From an optimization exercise on the open Yosys and OpenROAD flow, aimed at small area and a short achievable clock period; shortcuts taken in it are not production practice. Function was checked by simulation only, so behaviour that the tests miss may differ from the original.

<file path="design/flow/config.mk">
export PLATFORM = sky130hd
export DESIGN_NAME = Calculate_NTLM_reg
export DESIGN_NICKNAME = Calculate_NTLM_reg
export VERILOG_FILES = /design/flow/design.v
export SDC_FILE = /design/flow/constraint.sdc
export NUM_CORES = 4
export LEC_CHECK = 0
export CAP_MARGIN = 20
export CORE_MARGIN = 2
export CORE_UTILIZATION = 40
export SETUP_SLACK_MARGIN = 5
export SLEW_MARGIN = 20
</file>
<file path="design/flow/design.v">
`timescale 1ns / 10ps
module Calculate_NTLM_reg
(
  input wire clk,
  input wire n_rst,
  input wire [0:127] instr,
  input wire [0:3] length,
  output reg [0:127] hash,
  output reg [0:127] outstr
);
  function automatic [31:0] rotl(input [31:0] x, input integer n);
    rotl = (x << n) | (x >> (32 - n));
  endfunction
  function automatic [31:0] word(input [0:127] s, input [3:0] len, input integer i);
    reg [7:0] lo, hi;
    begin
      if (i < 8) begin
        lo = (len > 2*i) ? s[16*i +: 8] : ((len == 2*i) ? 8'h80 : 8'h00);
        hi = (len > 2*i+1) ? s[16*i+8 +: 8] : ((len == 2*i+1) ? 8'h80 : 8'h00);
        word = {8'h00, hi, 8'h00, lo};
      end else if (i == 14) word = {24'h0, len, 4'h0};
      else word = 32'h0;
    end
  endfunction
  function automatic [31:0] bswap(input [31:0] x);
    bswap = {x[7:0], x[15:8], x[23:16], x[31:24]};
  endfunction
  reg [0:127] str1;
  reg [0:127] str2;
  reg [0:127] str3;
  reg [0:127] str4;
  reg [0:127] str5;
  reg [0:127] str6;
  reg [0:127] str7;
  reg [0:127] str8;
  reg [0:127] str9;
  reg [0:127] str10;
  reg [0:127] str11;
  reg [0:127] str12;
  reg [0:127] str13;
  reg [3:0] len1;
  reg [3:0] len2;
  reg [3:0] len3;
  reg [3:0] len4;
  reg [3:0] len5;
  reg [3:0] len6;
  reg [3:0] len7;
  reg [3:0] len8;
  reg [3:0] len9;
  reg [3:0] len10;
  reg [3:0] len11;
  reg [3:0] len12;
  reg [31:0] a2, b2, c2, d2;
  reg [31:0] a3, b3, c3, d3;
  reg [31:0] a4, b4, c4, d4;
  reg [31:0] a5, b5, c5, d5;
  reg [31:0] a6, b6, c6, d6;
  reg [31:0] a7, b7, c7, d7;
  reg [31:0] a8, b8, c8, d8;
  reg [31:0] a9, b9, c9, d9;
  reg [31:0] a10, b10, c10, d10;
  reg [31:0] a11, b11, c11, d11;
  reg [31:0] a12, b12, c12, d12;
  reg [31:0] a13, b13, c13, d13;
  wire [31:0] a_s1_p = 32'h67452301 + word(str1, len1, 0);
  wire [31:0] a_s1_sum = a_s1_p + ((32'h10325476) ^ ((32'hefcdab89) & ((32'h98badcfe) ^ (32'h10325476))));
  wire [31:0] a_s1 = rotl(a_s1_sum, 3);
  wire [31:0] d_s1_p = 32'h10325476 + word(str1, len1, 1);
  wire [31:0] d_s1_sum = d_s1_p + ((32'h98badcfe) ^ ((a_s1) & ((32'hefcdab89) ^ (32'h98badcfe))));
  wire [31:0] d_s1 = rotl(d_s1_sum, 7);
  wire [31:0] c_s1_p = 32'h98badcfe + word(str1, len1, 2);
  wire [31:0] c_s1_sum = c_s1_p + ((32'hefcdab89) ^ ((d_s1) & ((a_s1) ^ (32'hefcdab89))));
  wire [31:0] c_s1 = rotl(c_s1_sum, 11);
  wire [31:0] b_s1_p = 32'hefcdab89 + word(str1, len1, 3);
  wire [31:0] b_s1_sum = b_s1_p + ((a_s1) ^ ((c_s1) & ((d_s1) ^ (a_s1))));
  wire [31:0] b_s1 = rotl(b_s1_sum, 19);
  wire [31:0] pa_s1 = a_s1 + word(str1, len1, 4);
  wire [31:0] a_s2_p = a2;
  wire [31:0] a_s2_sum = a_s2_p + ((d2) ^ ((b2) & ((c2) ^ (d2))));
  wire [31:0] a_s2 = rotl(a_s2_sum, 3);
  wire [31:0] d_s2_p = d2 + word(str2, len2, 5);
  wire [31:0] d_s2_sum = d_s2_p + ((c2) ^ ((a_s2) & ((b2) ^ (c2))));
  wire [31:0] d_s2 = rotl(d_s2_sum, 7);
  wire [31:0] c_s2_p = c2 + word(str2, len2, 6);
  wire [31:0] c_s2_sum = c_s2_p + ((b2) ^ ((d_s2) & ((a_s2) ^ (b2))));
  wire [31:0] c_s2 = rotl(c_s2_sum, 11);
  wire [31:0] b_s2_p = b2 + word(str2, len2, 7);
  wire [31:0] b_s2_sum = b_s2_p + ((a_s2) ^ ((c_s2) & ((d_s2) ^ (a_s2))));
  wire [31:0] b_s2 = rotl(b_s2_sum, 19);
  wire [31:0] pa_s2 = a_s2 + word(str2, len2, 8);
  wire [31:0] a_s3_p = a3;
  wire [31:0] a_s3_sum = a_s3_p + ((d3) ^ ((b3) & ((c3) ^ (d3))));
  wire [31:0] a_s3 = rotl(a_s3_sum, 3);
  wire [31:0] d_s3_p = d3 + word(str3, len3, 9);
  wire [31:0] d_s3_sum = d_s3_p + ((c3) ^ ((a_s3) & ((b3) ^ (c3))));
  wire [31:0] d_s3 = rotl(d_s3_sum, 7);
  wire [31:0] c_s3_p = c3 + word(str3, len3, 10);
  wire [31:0] c_s3_sum = c_s3_p + ((b3) ^ ((d_s3) & ((a_s3) ^ (b3))));
  wire [31:0] c_s3 = rotl(c_s3_sum, 11);
  wire [31:0] b_s3_p = b3 + word(str3, len3, 11);
  wire [31:0] b_s3_sum = b_s3_p + ((a_s3) ^ ((c_s3) & ((d_s3) ^ (a_s3))));
  wire [31:0] b_s3 = rotl(b_s3_sum, 19);
  wire [31:0] pa_s3 = a_s3 + word(str3, len3, 12);
  wire [31:0] a_s4_p = a4;
  wire [31:0] a_s4_sum = a_s4_p + ((d4) ^ ((b4) & ((c4) ^ (d4))));
  wire [31:0] a_s4 = rotl(a_s4_sum, 3);
  wire [31:0] d_s4_p = d4 + word(str4, len4, 13);
  wire [31:0] d_s4_sum = d_s4_p + ((c4) ^ ((a_s4) & ((b4) ^ (c4))));
  wire [31:0] d_s4 = rotl(d_s4_sum, 7);
  wire [31:0] c_s4_p = c4 + word(str4, len4, 14);
  wire [31:0] c_s4_sum = c_s4_p + ((b4) ^ ((d_s4) & ((a_s4) ^ (b4))));
  wire [31:0] c_s4 = rotl(c_s4_sum, 11);
  wire [31:0] b_s4_p = b4 + word(str4, len4, 15);
  wire [31:0] b_s4_sum = b_s4_p + ((a_s4) ^ ((c_s4) & ((d_s4) ^ (a_s4))));
  wire [31:0] b_s4 = rotl(b_s4_sum, 19);
  wire [31:0] pa_s4 = a_s4 + word(str4, len4, 0) + 32'h5a827999;
  wire [31:0] a_s5_p = a5;
  wire [31:0] a_s5_sum = a_s5_p + (((b5) & (c5)) | ((d5) & ((b5) | (c5))));
  wire [31:0] a_s5 = rotl(a_s5_sum, 3);
  wire [31:0] d_s5_p = d5 + word(str5, len5, 4) + 32'h5a827999;
  wire [31:0] d_s5_sum = d_s5_p + (((a_s5) & (b5)) | ((c5) & ((a_s5) | (b5))));
  wire [31:0] d_s5 = rotl(d_s5_sum, 5);
  wire [31:0] c_s5_p = c5 + word(str5, len5, 8) + 32'h5a827999;
  wire [31:0] c_s5_sum = c_s5_p + (((d_s5) & (a_s5)) | ((b5) & ((d_s5) | (a_s5))));
  wire [31:0] c_s5 = rotl(c_s5_sum, 9);
  wire [31:0] b_s5_p = b5 + word(str5, len5, 12) + 32'h5a827999;
  wire [31:0] b_s5_sum = b_s5_p + (((c_s5) & (d_s5)) | ((a_s5) & ((c_s5) | (d_s5))));
  wire [31:0] b_s5 = rotl(b_s5_sum, 13);
  wire [31:0] pa_s5 = a_s5 + word(str5, len5, 1) + 32'h5a827999;
  wire [31:0] a_s6_p = a6;
  wire [31:0] a_s6_sum = a_s6_p + (((b6) & (c6)) | ((d6) & ((b6) | (c6))));
  wire [31:0] a_s6 = rotl(a_s6_sum, 3);
  wire [31:0] d_s6_p = d6 + word(str6, len6, 5) + 32'h5a827999;
  wire [31:0] d_s6_sum = d_s6_p + (((a_s6) & (b6)) | ((c6) & ((a_s6) | (b6))));
  wire [31:0] d_s6 = rotl(d_s6_sum, 5);
  wire [31:0] c_s6_p = c6 + word(str6, len6, 9) + 32'h5a827999;
  wire [31:0] c_s6_sum = c_s6_p + (((d_s6) & (a_s6)) | ((b6) & ((d_s6) | (a_s6))));
  wire [31:0] c_s6 = rotl(c_s6_sum, 9);
  wire [31:0] b_s6_p = b6 + word(str6, len6, 13) + 32'h5a827999;
  wire [31:0] b_s6_sum = b_s6_p + (((c_s6) & (d_s6)) | ((a_s6) & ((c_s6) | (d_s6))));
  wire [31:0] b_s6 = rotl(b_s6_sum, 13);
  wire [31:0] pa_s6 = a_s6 + word(str6, len6, 2) + 32'h5a827999;
  wire [31:0] a_s7_p = a7;
  wire [31:0] a_s7_sum = a_s7_p + (((b7) & (c7)) | ((d7) & ((b7) | (c7))));
  wire [31:0] a_s7 = rotl(a_s7_sum, 3);
  wire [31:0] d_s7_p = d7 + word(str7, len7, 6) + 32'h5a827999;
  wire [31:0] d_s7_sum = d_s7_p + (((a_s7) & (b7)) | ((c7) & ((a_s7) | (b7))));
  wire [31:0] d_s7 = rotl(d_s7_sum, 5);
  wire [31:0] c_s7_p = c7 + word(str7, len7, 10) + 32'h5a827999;
  wire [31:0] c_s7_sum = c_s7_p + (((d_s7) & (a_s7)) | ((b7) & ((d_s7) | (a_s7))));
  wire [31:0] c_s7 = rotl(c_s7_sum, 9);
  wire [31:0] b_s7_p = b7 + word(str7, len7, 14) + 32'h5a827999;
  wire [31:0] b_s7_sum = b_s7_p + (((c_s7) & (d_s7)) | ((a_s7) & ((c_s7) | (d_s7))));
  wire [31:0] b_s7 = rotl(b_s7_sum, 13);
  wire [31:0] pa_s7 = a_s7 + word(str7, len7, 3) + 32'h5a827999;
  wire [31:0] a_s8_p = a8;
  wire [31:0] a_s8_sum = a_s8_p + (((b8) & (c8)) | ((d8) & ((b8) | (c8))));
  wire [31:0] a_s8 = rotl(a_s8_sum, 3);
  wire [31:0] d_s8_p = d8 + word(str8, len8, 7) + 32'h5a827999;
  wire [31:0] d_s8_sum = d_s8_p + (((a_s8) & (b8)) | ((c8) & ((a_s8) | (b8))));
  wire [31:0] d_s8 = rotl(d_s8_sum, 5);
  wire [31:0] c_s8_p = c8 + word(str8, len8, 11) + 32'h5a827999;
  wire [31:0] c_s8_sum = c_s8_p + (((d_s8) & (a_s8)) | ((b8) & ((d_s8) | (a_s8))));
  wire [31:0] c_s8 = rotl(c_s8_sum, 9);
  wire [31:0] b_s8_p = b8 + word(str8, len8, 15) + 32'h5a827999;
  wire [31:0] b_s8_sum = b_s8_p + (((c_s8) & (d_s8)) | ((a_s8) & ((c_s8) | (d_s8))));
  wire [31:0] b_s8 = rotl(b_s8_sum, 13);
  wire [31:0] pa_s8 = a_s8 + word(str8, len8, 0) + 32'h6ed9eba1;
  wire [31:0] a_s9_p = a9;
  wire [31:0] a_s9_sum = a_s9_p + ((b9) ^ (c9) ^ (d9));
  wire [31:0] a_s9 = rotl(a_s9_sum, 3);
  wire [31:0] d_s9_p = d9 + word(str9, len9, 8) + 32'h6ed9eba1;
  wire [31:0] d_s9_sum = d_s9_p + ((a_s9) ^ (b9) ^ (c9));
  wire [31:0] d_s9 = rotl(d_s9_sum, 9);
  wire [31:0] c_s9_p = c9 + word(str9, len9, 4) + 32'h6ed9eba1;
  wire [31:0] c_s9_sum = c_s9_p + ((d_s9) ^ (a_s9) ^ (b9));
  wire [31:0] c_s9 = rotl(c_s9_sum, 11);
  wire [31:0] b_s9_p = b9 + word(str9, len9, 12) + 32'h6ed9eba1;
  wire [31:0] b_s9_sum = b_s9_p + ((c_s9) ^ (d_s9) ^ (a_s9));
  wire [31:0] b_s9 = rotl(b_s9_sum, 15);
  wire [31:0] pa_s9 = a_s9 + word(str9, len9, 2) + 32'h6ed9eba1;
  wire [31:0] a_s10_p = a10;
  wire [31:0] a_s10_sum = a_s10_p + ((b10) ^ (c10) ^ (d10));
  wire [31:0] a_s10 = rotl(a_s10_sum, 3);
  wire [31:0] d_s10_p = d10 + word(str10, len10, 10) + 32'h6ed9eba1;
  wire [31:0] d_s10_sum = d_s10_p + ((a_s10) ^ (b10) ^ (c10));
  wire [31:0] d_s10 = rotl(d_s10_sum, 9);
  wire [31:0] c_s10_p = c10 + word(str10, len10, 6) + 32'h6ed9eba1;
  wire [31:0] c_s10_sum = c_s10_p + ((d_s10) ^ (a_s10) ^ (b10));
  wire [31:0] c_s10 = rotl(c_s10_sum, 11);
  wire [31:0] b_s10_p = b10 + word(str10, len10, 14) + 32'h6ed9eba1;
  wire [31:0] b_s10_sum = b_s10_p + ((c_s10) ^ (d_s10) ^ (a_s10));
  wire [31:0] b_s10 = rotl(b_s10_sum, 15);
  wire [31:0] pa_s10 = a_s10 + word(str10, len10, 1) + 32'h6ed9eba1;
  wire [31:0] a_s11_p = a11;
  wire [31:0] a_s11_sum = a_s11_p + ((b11) ^ (c11) ^ (d11));
  wire [31:0] a_s11 = rotl(a_s11_sum, 3);
  wire [31:0] d_s11_p = d11 + word(str11, len11, 9) + 32'h6ed9eba1;
  wire [31:0] d_s11_sum = d_s11_p + ((a_s11) ^ (b11) ^ (c11));
  wire [31:0] d_s11 = rotl(d_s11_sum, 9);
  wire [31:0] c_s11_p = c11 + word(str11, len11, 5) + 32'h6ed9eba1;
  wire [31:0] c_s11_sum = c_s11_p + ((d_s11) ^ (a_s11) ^ (b11));
  wire [31:0] c_s11 = rotl(c_s11_sum, 11);
  wire [31:0] b_s11_p = b11 + word(str11, len11, 13) + 32'h6ed9eba1;
  wire [31:0] b_s11_sum = b_s11_p + ((c_s11) ^ (d_s11) ^ (a_s11));
  wire [31:0] b_s11 = rotl(b_s11_sum, 15);
  wire [31:0] pa_s11 = a_s11 + word(str11, len11, 3) + 32'h6ed9eba1;
  wire [31:0] a_s12_p = a12;
  wire [31:0] a_s12_sum = a_s12_p + ((b12) ^ (c12) ^ (d12));
  wire [31:0] a_s12 = rotl(a_s12_sum, 3);
  wire [31:0] d_s12_p = d12 + word(str12, len12, 11) + 32'h6ed9eba1;
  wire [31:0] d_s12_sum = d_s12_p + ((a_s12) ^ (b12) ^ (c12));
  wire [31:0] d_s12 = rotl(d_s12_sum, 9);
  wire [31:0] c_s12_p = c12 + word(str12, len12, 7) + 32'h6ed9eba1;
  wire [31:0] c_s12_sum = c_s12_p + ((d_s12) ^ (a_s12) ^ (b12));
  wire [31:0] c_s12 = rotl(c_s12_sum, 11);
  wire [31:0] b_s12_p = b12 + word(str12, len12, 15) + 32'h6ed9eba1;
  wire [31:0] b_s12_sum = b_s12_p + ((c_s12) ^ (d_s12) ^ (a_s12));
  wire [31:0] b_s12 = rotl(b_s12_sum, 15);
  always_ff @(posedge clk) begin
    str1 <= instr;
    len1 <= length;
    str2 <= str1;
    str3 <= str2;
    str4 <= str3;
    str5 <= str4;
    str6 <= str5;
    str7 <= str6;
    str8 <= str7;
    str9 <= str8;
    str10 <= str9;
    str11 <= str10;
    str12 <= str11;
    str13 <= str12;
    len2 <= len1;
    len3 <= len2;
    len4 <= len3;
    len5 <= len4;
    len6 <= len5;
    len7 <= len6;
    len8 <= len7;
    len9 <= len8;
    len10 <= len9;
    len11 <= len10;
    len12 <= len11;
    a2 <= pa_s1;
    b2 <= b_s1;
    c2 <= c_s1;
    d2 <= d_s1;
    a3 <= pa_s2;
    b3 <= b_s2;
    c3 <= c_s2;
    d3 <= d_s2;
    a4 <= pa_s3;
    b4 <= b_s3;
    c4 <= c_s3;
    d4 <= d_s3;
    a5 <= pa_s4;
    b5 <= b_s4;
    c5 <= c_s4;
    d5 <= d_s4;
    a6 <= pa_s5;
    b6 <= b_s5;
    c6 <= c_s5;
    d6 <= d_s5;
    a7 <= pa_s6;
    b7 <= b_s6;
    c7 <= c_s6;
    d7 <= d_s6;
    a8 <= pa_s7;
    b8 <= b_s7;
    c8 <= c_s7;
    d8 <= d_s7;
    a9 <= pa_s8;
    b9 <= b_s8;
    c9 <= c_s8;
    d9 <= d_s8;
    a10 <= pa_s9;
    b10 <= b_s9;
    c10 <= c_s9;
    d10 <= d_s9;
    a11 <= pa_s10;
    b11 <= b_s10;
    c11 <= c_s10;
    d11 <= d_s10;
    a12 <= pa_s11;
    b12 <= b_s11;
    c12 <= c_s11;
    d12 <= d_s11;
    a13 <= a_s12;
    b13 <= b_s12;
    c13 <= c_s12;
    d13 <= d_s12;
  end
  always_comb begin
    outstr = str13;
    hash = {bswap(a13 + 32'h67452301), bswap(b13 + 32'hefcdab89), bswap(c13 + 32'h98badcfe), bswap(d13 + 32'h10325476)};
  end
endmodule
</file>
<file path="design/flow/run.sh">
#!/bin/bash
# synth_recipe.tcl (not shown) runs the flow's synth.tcl, then flattens the netlist and writes it again
# the make line also repeats each setting of config.mk as NAME=value (left out here)
make -C /OpenROAD-flow-scripts/flow DESIGN_CONFIG=/design/flow/config.mk WORK_HOME=/design/flow/orfs CLKGATE_MAP_FILE= SYNTH_SCRIPT=/design/flow/synth_recipe.tcl finish
</file>
<file path="design/flow/constraint.sdc">
create_clock -name core_clock -period 20.0 [get_ports {clk}]
set_input_delay 4.0000 -clock core_clock [delete_from_list [all_inputs] [get_ports {clk}]]
set_output_delay 4.0000 -clock core_clock [all_outputs]
set_load 0.01 [all_outputs]
</file>
==> metrics.cfg <==
[outcome]
status=complete, no violations

[final_layout]
final_cell_mix=3220 x dfxtp_1, 2813 x ha_1, 2352 x inv_1
fin_nets=23700
syn2layout_area_growth_pct=15.4
fin_area_um2=215000
nFillCells=44400
final_common_cell=dfxtp_1
layout-drive-gt1-share_pct=8.25

[synth]
synth.avg_cell_area_um2=9.51
muxShareOfSynthArea_pct=2.14
ys_seq_area_share_pct=34.8
synth_top_area_share_pct=34.8
synthArstFlopShare_pct=0
yosys_warnings=1
synth_area_um2=187000
ys_ff_latch=3248
synth_cells=19600
yosys-top-cells-area=dfxtp_1 35%, ha_1 19%, xnor2_1 8.2%, inv_1 4.7%, a21oi_1 4.1%
synth_compound_area_share_pct=14.8
synth-simple-area-share_pct=8.77
ys_types=106
synth_edf_count=0
synth_nets=22800
synth_flop_cell=dfxtp_1
synth_top_family_by_area=adder cells
synth_xor_area_share_pct=11.7
synthAdderAreaFrac_pct=22.9
synth_area_leader_cell=dfxtp_1

[clock_tree]
numClockSinks=3248
path_clk_slew_ns=0.07
cts_buffers=344
htreeDepth=5
ctsLongestPathBuffers=4
cts_root_buf=clkbuf_16
tritoncts=done
clock_latency_ns=1.07

[sta]
finalSetupViolCount=0
final.setup.worst_slack_ns=5.35
max-slew-margin-rel_pct=11.5
worst_pin_slew_ns=1.32
hold_viol=0
rsz0062_at_grt=no
max_freq_mhz=68.3
slew_viol_final=0
tns_ns=0
min_period_ns=14.65
finClkSkew_ns=0.135
hold_slack_ns=0.252
min_period_over_period_pct=73.3

[critical_path]
r2r_start=b5[2]$_DFF_P_
cp-start-kind=register
crit_top_cell=ha_1
max_stage_delay_ns=0.54
crit_fanout=5
crit_slowest_cell=a2111oi_2
rr_worst_depth=59
regToRegEndpoint=b6[11]$_DFF_P_
endpoint_kind=register
worstPathArrival_ns=15.52
cp.required_ns=20.87
crit_type=reg2reg
reg2reg_slack_ns=5.35

[floorplanning]
core_um2=464000
die_y_um=687
die_w_um=687
initial_utilization_pct=40.2
die_area_um2=472000
ios=390
fp-row-count=250

[flow_run]
maxCapViolations=0

[worst_hold_path]
worstHoldStart=str10[87]$_DFF_P_
min_to=str11[87]$_DFF_P_
whs_path_depth=0
hold_class=reg2reg

[global_route]
grt_max_degree=33
globalRouteOverflowTotal=0
grt_pass1_wl_um=1040000
grtUsageTotal_pct=31.3
grt_antenna_before_repair=90
grt_pass1_vias=140000

[detailed_routing]
dr.pass1.iters=6
wl_per_cell_um=28.2
drt_iter0_markers=11100
drcViolationCount=0
drtAntennaViolNets=0
vias=146000
wl_um=764000
via_per_inst=5.39

[placement]
port_buffers=388
dp_hpwl_um=658000
pre_cts_ws_ns=3.03
placed_area_um2=199000
place.gp.congestion=1.06

repair_timing:
action / in CTS / in global routing
hold buffers: 0 / 0
gates resized for setup: 273 / 310
pin swaps: 34 / 108
setup buffers: 37 / 62
setup endpoints to repair: 232 / 177
Yosys cell counts (all sizes together), types with 238 or more instances:
cell       n
inv     2356
a21oi   1544
ha      2820
o21ai    806
nand2    888
nor2     923
mux2     296
dfxtp   3248
maj3     317
nand3    261
xnor2   1755
o21a     253
nand2b   238
xor2     699
a21o     667
layout make-up:
class | count | area [um^2] | area share [%]
Multi-Input combinational cell | 14000 | 116000 | 53.8
Sequential cell | 3248 | 65100 | 30.2
Clock buffer | 441 | 9550 | 4.43
Inverter | 2356 | 8850 | 4.11
Tap cell | 6174 | 7720 | 3.58
Timing Repair Buffer | 637 | 5830 | 2.71
Clock inverter | 182 | 2350 | 1.09
Antenna cell | 76 | 190 | 0.0883
stage by stage:
stage,instances,utilization (%)
floorplan,19600,-
global placement,26300,42.9
detailed placement,26300,43.0
CTS,26900,45.9
global route,27000,46.4
finish,27100,46.4
critical path, delay by kind of cell (launching register included):
family | cells | cell delay (ns)
AOI/OAI and AO/OA | 32 | 7.18
xor gates and xnor gates | 2 | 0.33
adders and majority gates | 13 | 4.43
buffers and inverters | 6 | 0.95
DFF | 1 | 0.38
and+or+nand+nor | 6 | 1.11
how the worst max path moves through the flow:
| stage | start | to | slack [ns] | cells past startpoint |
|---|---|---|---|---|
| 2_1_floorplan | b12[1]$_DFF_P_ | b13[12]$_DFF_P_ | 6.44 | 61 |
| 3_3_place_gp | b12[1]$_DFF_P_ | b13[12]$_DFF_P_ | 3.08 | 58 |
| 3_5_place_dp | b4[1]$_DFF_P_ | b5[13]$_DFF_P_ | 3.03 | 55 |
| 4_1_cts | b5[0]$_DFF_P_ | b6[11]$_DFF_P_ | 4.96 | 60 |
| 5_1_grt | b7[1]$_DFF_P_ | b8[12]$_DFF_P_ | 4.91 | 61 |
| 6_report | b5[2]$_DFF_P_ | b6[11]$_DFF_P_ | 5.35 | 59 |
logic make-up (layout without fill, tap and decap cells):
kind of cell             after synthesis  after routing
buffers and inverters               2422           3616
flip-flops                          3248           3248
adder cells (fa/ha/maj)             3357           3357
XOR/XNOR                            2467           2467
AND/OR/NAND/NOR                     3400           3400
multiplexers                         362            362
AO/OA/AOI/OAI                       4380           4380
other                                  0             76
per-layer routing:
metal	vias up	GRT usage, %	part of all wire [%]
met2	5464	52.0	46
met1	69000	34.6	37
met3	2104	5.43	6.2
met5	-	0	0.023
li1	69400	-	-
met4	26	27.4	11

## separate check: timing with driven ports
In the flow no input, the clock included, has a driving cell. The finished layout below was timed again as built, in two steps.
Step 1, drivers: a clkbuf_16 drives clk and a buf_2 each remaining input, both assumed.
Step 2 moves the port delays by t, midway between the first and last clock arrival at a register: inputs arrive t later, outputs are due t later. That takes back most of the time a late clock gives input paths.
Slacks: ideal / step 1 / step 2; pairs: ideal / step 1.
shift t [ns]: 1.127
slack for setup (ns): 5.349 / 5.349 / 5.349
hold slack, ns: 0.252 / 0.252 / 0.252
worst setup path after step 2: register to register
After both steps this run still meets setup and hold. For this run, drivers alone change the setup slack by 0.000 ns; drivers and shift together by 0.000 ns.
